Source: an optimization exercise on an open RTL-to-GDS flow (aim: small area, a short achievable clock period and few clock cycles). Production flows keep margins and buffers that such runs may drop.
The RTL was checked by simulation tests, not by an equivalence proof against the original design.
Power figures rest on the tool's default switching activity, not on a simulated workload.

## cpu3
module cpu3 #(parameter WORD_W = 8, OP_W = 3)
             (input logic clock, n_reset,
              input logic [WORD_W-1:0] switches,
              input logic [WORD_W-1:0] Idata,
              output logic [WORD_W-OP_W-1:0] Iaddress,
              output logic [6:0] disp0, disp1);
localparam A_W = WORD_W - OP_W;
logic do_load, do_loadr, do_store, do_add, do_sub, do_xor, do_loadi;
logic [A_W-1:0]    Daddress;
logic [WORD_W-1:0] Mreg;
logic [WORD_W-1:0] A, A_next, Mdata, Ndata, digits_n, sum, b, x, k;
logic [WORD_W:0]   g0, p0, g1, p1, g2, p2, g3;
logic [OP_W-1:0]   fop;
logic [A_W-1:0]    fadr;
logic              z_next, taken, keep, fwd, stall;
dmem #(.WORD_W(WORD_W), .OP_W(OP_W)) dmem0
  (.Mdata(Mdata), .Ndata(Ndata), .digits_n(digits_n), .Wdata(A), .switches(switches),
   .Raddress(fadr), .Naddress(A[A_W-1:0]), .Waddress(Daddress), .WE(do_store),
   .clock(clock));
assign b = Mreg ^ {WORD_W{do_sub}};
assign g0 = {A & b, do_sub};
assign p0 = {A | b, 1'b0};
assign g1 = {g0[WORD_W:1] | (p0[WORD_W:1] & g0[WORD_W-1:0]), g0[0]};
assign p1 = {p0[WORD_W:1] & p0[WORD_W-1:0], p0[0]};
assign g2 = {g1[WORD_W:2] | (p1[WORD_W:2] & g1[WORD_W-2:0]), g1[1:0]};
assign p2 = {p1[WORD_W:2] & p1[WORD_W-2:0], p1[1:0]};
assign g3 = {g2[WORD_W:4] | (p2[WORD_W:4] & g2[WORD_W-4:0]), g2[3:0]};
assign sum = x ^ g3[WORD_W-1:0];
  ...
Size: roughly 1300 cells after synthesis, ~230 flip-flops.
==> module dmem, before the edit <==
module dmem #(parameter WORD_W = 8, OP_W = 3)
               (output logic [WORD_W-1:0] Mdata, Ndata,
                output logic [WORD_W-1:0] digits_n,
                input logic [WORD_W-1:0] Wdata,
                input logic [WORD_W-1:0] switches,
                input logic [WORD_W-OP_W-1:0] Raddress, Naddress,
                input logic [WORD_W-OP_W-1:0] Waddress,
                input logic WE, clock);
localparam N = 2**(WORD_W-OP_W);
logic [WORD_W-1:0] mem [0:N-1];
always_ff @(posedge clock)
  if (WE)
    for (int i = 0; i <= 30; i++)
      if ((i == 0 || i >= 9) && Waddress == i)
        mem[i] <= ~Wdata;
assign digits_n = mem[30];
logic [WORD_W-1:0] word [0:N-1];
always_comb
  for (int i = 0; i < N; i++)
    case (i)
      1: word[i] = 8'd15;
      2: word[i] = 8'd9;
      3: word[i] = 8'd25;
      4: word[i] = 8'd20;
      5: word[i] = 8'd13;
      6: word[i] = 8'd13;
      7: word[i] = 8'd22;
      8: word[i] = 8'd11;
      31: word[i] = switches;
      default: word[i] = ~mem[i];
    endcase
always_comb
  begin
  Mdata = '0;
  Ndata = '0;
  for (int i = 0; i < N; i++)
    begin
    Mdata = Mdata | ({WORD_W{Raddress == i}} & word[i]);
    Ndata = Ndata | ({WORD_W{Naddress == i}} & word[i]);
    end
  end
endmodule
==> module sevenseg_n, before the edit <==
module sevenseg_n(output logic [6:0] seg,
                  input logic [3:0] digit_n);
always_comb
  unique case (digit_n)
    4'b1111 : seg = 7'b1000000;
    4'b1110 : seg = 7'b1111001;
    4'b1101 : seg = 7'b0100100;
    4'b1100 : seg = 7'b0110000;
    4'b1011 : seg = 7'b0011001;
    4'b1010 : seg = 7'b0010010;
    4'b1001 : seg = 7'b0000010;
    4'b1000 : seg = 7'b1111000;
    4'b0111 : seg = 7'b0000000;
    4'b0110 : seg = 7'b0010000;
    4'b0101 : seg = 7'b0001000;
    4'b0100 : seg = 7'b0000011;
    4'b0011 : seg = 7'b1000110;
    4'b0010 : seg = 7'b0100001;
    4'b0001 : seg = 7'b0000110;
    4'b0000 : seg = 7'b0001110;
    default : seg = 7'b1111111;
  endcase
endmodule
==> module cpu3, before the edit <==
module cpu3 #(parameter WORD_W = 8, OP_W = 3)
             (input logic clock, n_reset,
              input logic [WORD_W-1:0] switches,
              input logic [WORD_W-1:0] Idata,
              output logic [WORD_W-OP_W-1:0] Iaddress,
              output logic [6:0] disp0, disp1);
localparam A_W = WORD_W - OP_W;
logic do_load, do_loadr, do_store, do_add, do_sub, do_xor, do_loadi;
logic [A_W-1:0]    Daddress;
logic [WORD_W-1:0] Mreg;
logic [WORD_W-1:0] A, A_next, Mdata, Ndata, digits_n, sum, b, x, k;
logic [WORD_W:0]   g0, p0, g1, p1, g2, p2, g3;
logic [OP_W-1:0]   fop;
logic [A_W-1:0]    fadr;
logic              z_next, taken, keep, fwd, stall;
dmem #(.WORD_W(WORD_W), .OP_W(OP_W)) dmem0
  (.Mdata(Mdata), .Ndata(Ndata), .digits_n(digits_n), .Wdata(A), .switches(switches),
   .Raddress(fadr), .Naddress(A[A_W-1:0]), .Waddress(Daddress), .WE(do_store),
   .clock(clock));
assign b = Mreg ^ {WORD_W{do_sub}};
assign g0 = {A & b, do_sub};
assign p0 = {A | b, 1'b0};
assign g1 = {g0[WORD_W:1] | (p0[WORD_W:1] & g0[WORD_W-1:0]), g0[0]};
assign p1 = {p0[WORD_W:1] & p0[WORD_W-1:0], p0[0]};
assign g2 = {g1[WORD_W:2] | (p1[WORD_W:2] & g1[WORD_W-2:0]), g1[1:0]};
assign p2 = {p1[WORD_W:2] & p1[WORD_W-2:0], p1[1:0]};
assign g3 = {g2[WORD_W:4] | (p2[WORD_W:4] & g2[WORD_W-4:0]), g2[3:0]};
assign sum = x ^ g3[WORD_W-1:0];
assign keep = !(do_load || do_loadr || do_add || do_sub || do_xor || do_loadi);
assign A_next = ({WORD_W{do_load}} & Mreg)
              | ({WORD_W{do_loadr}} & Ndata)
              | ({WORD_W{do_add || do_sub}} & sum)
              | ({WORD_W{do_xor}} & x)
              | ({WORD_W{do_loadi}} & {{OP_W{1'b0}}, Daddress})
              | ({WORD_W{keep}} & A);
assign x = A ^ b;
assign k = {A[WORD_W-2:0] | b[WORD_W-2:0], do_sub};
always_comb
  if (do_add || do_sub)
    z_next = (x == k);
  else if (do_xor)
    z_next = (x == 0);
  else if (do_load)
    z_next = (Mreg == 0);
  else if (do_loadi)
    z_next = (Daddress == 0);
  else
    z_next = (A == 0);
always_ff @(posedge clock, negedge n_reset)
  if (!n_reset)
    A <= '0;
  else
    A <= A_next;
assign fop = Idata[WORD_W-1:A_W];
assign fadr = Idata[A_W-1:0];
assign stall = (fop == 3'b100) && do_loadr;
assign taken = (fop == 3'b100) && !z_next;
assign fwd = do_store && (Daddress == fadr) && (fadr == 0 || (fadr >= 9 && fadr <= 30));
always_ff @(posedge clock, negedge n_reset)
  if (!n_reset)
    begin
    Iaddress <= '0;
    do_load  <= 1'b0;
    do_loadr <= 1'b0;
    do_store <= 1'b0;
    do_add   <= 1'b0;
    do_sub   <= 1'b0;
    do_xor   <= 1'b0;
    do_loadi <= 1'b0;
    end
  else
    begin
    if (!stall)
      Iaddress <= taken ? fadr : Iaddress + 1'b1;
    do_load  <= (fop == 3'b000);
    do_loadr <= (fop == 3'b111);
    do_store <= (fop == 3'b001);
    do_add   <= (fop == 3'b010);
    do_sub   <= (fop == 3'b011);
    do_xor   <= (fop == 3'b110);
    do_loadi <= (fop == 3'b101);
    end
always_ff @(posedge clock)
  begin
  Daddress <= fadr;
  Mreg <= fwd ? A : Mdata;
  end
sevenseg_n d0 (.digit_n(digits_n[3:0]), .seg(disp0));
sevenseg_n d1 (.digit_n(digits_n[7:4]), .seg(disp1));
endmodule
==> flow/config.mk <==
export PLATFORM = sky130hd
export DESIGN_NAME = cpu3
export DESIGN_NICKNAME = cpu3
export VERILOG_FILES = /design/flow/design.v
export SDC_FILE = /design/flow/constraint.sdc
export NUM_CORES = 4
export LEC_CHECK = 0
export ABC_AREA = 1
export CAP_MARGIN = 20
export CORE_MARGIN = 2
export CORE_UTILIZATION = 60
export CTS_BUF_LIST = sky130_fd_sc_hd__clkbuf_8
export CTS_CLUSTER_DIAMETER = 50
export CTS_CLUSTER_SIZE = 16
export PLACE_DENSITY = 0.7
export SETUP_SLACK_MARGIN = 3.7
export SLEW_MARGIN = 20
==> flow/constraint.sdc <==
create_clock -name core_clock -period 6.0 [get_ports {clock}]
set_input_delay 1.2000 -clock core_clock [delete_from_list [all_inputs] [get_ports {clock}]]
set_output_delay 1.2000 -clock core_clock [all_outputs]
set_load 0.01 [all_outputs]
run.sh (not shown) runs the stock make flow with config.mk's settings and CLKGATE_MAP_FILE= SYNTH_SCRIPT=/design/flow/synth_recipe.tcl, a recipe that flattens the netlist after the stock synthesis.
The baseline ran to the end with no violations.
Testbench counts at the start, summed over its fixed seeds: cycles 80,948.
==> next run, changes <==
--- a/flow/design.v
+++ b/flow/design.v
@@ -108,26 +108,26 @@
       end
   endcase
   end
 endmodule
 module dmem #(parameter WORD_W = 8, OP_W = 3)
                (output logic [WORD_W-1:0] Mdata, Ndata,
-                output logic [WORD_W-1:0] digits_n,
+                output logic [WORD_W-1:0] digits,
                 input logic [WORD_W-1:0] Wdata,
                 input logic [WORD_W-1:0] switches,
                 input logic [WORD_W-OP_W-1:0] Raddress, Naddress,
                 input logic [WORD_W-OP_W-1:0] Waddress,
                 input logic WE, clock);
 localparam N = 2**(WORD_W-OP_W);
 logic [WORD_W-1:0] mem [0:N-1];
 always_ff @(posedge clock)
   if (WE)
     for (int i = 0; i <= 30; i++)
       if ((i == 0 || i >= 9) && Waddress == i)
-        mem[i] <= ~Wdata;
-assign digits_n = mem[30];
+        mem[i] <= Wdata;
+assign digits = mem[30];
 logic [WORD_W-1:0] word [0:N-1];
 always_comb
   for (int i = 0; i < N; i++)
     case (i)
       1: word[i] = 8'd15;
       2: word[i] = 8'd9;
@@ -135,13 +135,13 @@
       4: word[i] = 8'd20;
       5: word[i] = 8'd13;
       6: word[i] = 8'd13;
       7: word[i] = 8'd22;
       8: word[i] = 8'd11;
       31: word[i] = switches;
-      default: word[i] = ~mem[i];
+      default: word[i] = mem[i];
     endcase
 always_comb
   begin
   Mdata = '0;
   Ndata = '0;
   for (int i = 0; i < N; i++)
@@ -214,76 +214,53 @@
     4'b1101 : seg = 7'b0100001;
     4'b1110 : seg = 7'b0000110;
     4'b1111 : seg = 7'b0001110;
     default : seg = 7'b1111111;
   endcase
 endmodule
-module sevenseg_n(output logic [6:0] seg,
-                  input logic [3:0] digit_n);
-always_comb
-  unique case (digit_n)
-    4'b1111 : seg = 7'b1000000;
-    4'b1110 : seg = 7'b1111001;
-    4'b1101 : seg = 7'b0100100;
-    4'b1100 : seg = 7'b0110000;
-    4'b1011 : seg = 7'b0011001;
-    4'b1010 : seg = 7'b0010010;
-    4'b1001 : seg = 7'b0000010;
-    4'b1000 : seg = 7'b1111000;
-    4'b0111 : seg = 7'b0000000;
-    4'b0110 : seg = 7'b0010000;
-    4'b0101 : seg = 7'b0001000;
-    4'b0100 : seg = 7'b0000011;
-    4'b0011 : seg = 7'b1000110;
-    4'b0010 : seg = 7'b0100001;
-    4'b0001 : seg = 7'b0000110;
-    4'b0000 : seg = 7'b0001110;
-    default : seg = 7'b1111111;
-  endcase
-endmodule
 module cpu3 #(parameter WORD_W = 8, OP_W = 3)
              (input logic clock, n_reset,
               input logic [WORD_W-1:0] switches,
               input logic [WORD_W-1:0] Idata,
               output logic [WORD_W-OP_W-1:0] Iaddress,
               output logic [6:0] disp0, disp1);
 localparam A_W = WORD_W - OP_W;
 logic do_load, do_loadr, do_store, do_add, do_sub, do_xor, do_loadi;
 logic [A_W-1:0]    Daddress;
 logic [WORD_W-1:0] Mreg;
-logic [WORD_W-1:0] A, A_next, Mdata, Ndata, digits_n, sum, b, x, k;
+logic [WORD_W-1:0] A, A_next, Mdata, Ndata, digits, sum, b, x, k;
 logic [WORD_W:0]   g0, p0, g1, p1, g2, p2, g3;
 logic [OP_W-1:0]   fop;
 logic [A_W-1:0]    fadr;
 logic              z_next, taken, keep, fwd, stall;
 dmem #(.WORD_W(WORD_W), .OP_W(OP_W)) dmem0
-  (.Mdata(Mdata), .Ndata(Ndata), .digits_n(digits_n), .Wdata(A), .switches(switches),
+  (.Mdata(Mdata), .Ndata(Ndata), .digits(digits), .Wdata(A), .switches(switches),
    .Raddress(fadr), .Naddress(A[A_W-1:0]), .Waddress(Daddress), .WE(do_store),
    .clock(clock));
 assign b = Mreg ^ {WORD_W{do_sub}};
 assign g0 = {A & b, do_sub};
 assign p0 = {A | b, 1'b0};
 assign g1 = {g0[WORD_W:1] | (p0[WORD_W:1] & g0[WORD_W-1:0]), g0[0]};
 assign p1 = {p0[WORD_W:1] & p0[WORD_W-1:0], p0[0]};
 assign g2 = {g1[WORD_W:2] | (p1[WORD_W:2] & g1[WORD_W-2:0]), g1[1:0]};
 assign p2 = {p1[WORD_W:2] & p1[WORD_W-2:0], p1[1:0]};
 assign g3 = {g2[WORD_W:4] | (p2[WORD_W:4] & g2[WORD_W-4:0]), g2[3:0]};
-assign sum = x ^ g3[WORD_W-1:0];
+assign sum = A ^ b ^ g3[WORD_W-1:0];
 assign keep = !(do_load || do_loadr || do_add || do_sub || do_xor || do_loadi);
 assign A_next = ({WORD_W{do_load}} & Mreg)
               | ({WORD_W{do_loadr}} & Ndata)
               | ({WORD_W{do_add || do_sub}} & sum)
               | ({WORD_W{do_xor}} & x)
               | ({WORD_W{do_loadi}} & {{OP_W{1'b0}}, Daddress})
               | ({WORD_W{keep}} & A);
-assign x = A ^ b;
-assign k = {A[WORD_W-2:0] | b[WORD_W-2:0], do_sub};
+assign x = A ^ Mreg;
+assign k = {A[WORD_W-2:0] | Mreg[WORD_W-2:0], 1'b0};
 always_comb
-  if (do_add || do_sub)
+  if (do_add)
     z_next = (x == k);
-  else if (do_xor)
+  else if (do_sub || do_xor)
     z_next = (x == 0);
   else if (do_load)
     z_next = (Mreg == 0);
   else if (do_loadi)
     z_next = (Daddress == 0);
   else
@@ -324,9 +301,9 @@
     end
 always_ff @(posedge clock)
   begin
   Daddress <= fadr;
   Mreg <= fwd ? A : Mdata;
   end
-sevenseg_n d0 (.digit_n(digits_n[3:0]), .seg(disp0));
-sevenseg_n d1 (.digit_n(digits_n[7:4]), .seg(disp1));
+sevenseg d0 (.digit(digits[3:0]), .seg(disp0));
+sevenseg d1 (.digit(digits[7:4]), .seg(disp1));
 endmodule
Outcome:
- The new run ran to the end with no violations
- global-route usage drops by 2.1 points
- via count barely changes
- sequential share of layout area shrinks by 0.35 points
- wire length went down by 1.5%
- total power is lower by 5.9%
- setup slack improved by 0.17 ns
- hold slack gets better by 0.040 ns
- first-iteration DRC count came out lower by 14%
- synthesized cell count goes up by 11%
- sequential power decreases by about 2%
- die area is higher by 3.7%
- clock skew hardly moves
- combinational power falls by about 7%
- clock power is lower by about 9%
Testbench counts after the change, summed over its fixed seeds: cycles 80,948.

[afterwards: timing with drivers on the ports]
How much do the figures lean on ideal ports? The routed layouts below were timed once more, with nothing changed but the port constraints.
Step 1 assumes that a clkbuf_16 drives the clock port and a buf_2 every other input.
Step 2 times the ports against the registers' clock, not the clock port: input delays grow and output delays shrink by t, the midpoint of the rising clock arrivals with the driver on.
Three values: ideal, step 1, step 2; two values: the first two.
run | t, ns | slack for setup (ns) | hold WS [ns]
the first run | 0.623 | 3.467 / 3.467 / 3.081 | 0.593 / 0.593 / 0.593
the second run | 0.641 | 3.639 / 3.593 / 3.053 | 0.633 / 0.633 / 0.633
After both steps setup and hold are still met in every run listed. For the second run, which loses most, drivers alone change the setup slack by -0.046 ns; drivers and shift together by -0.586 ns.
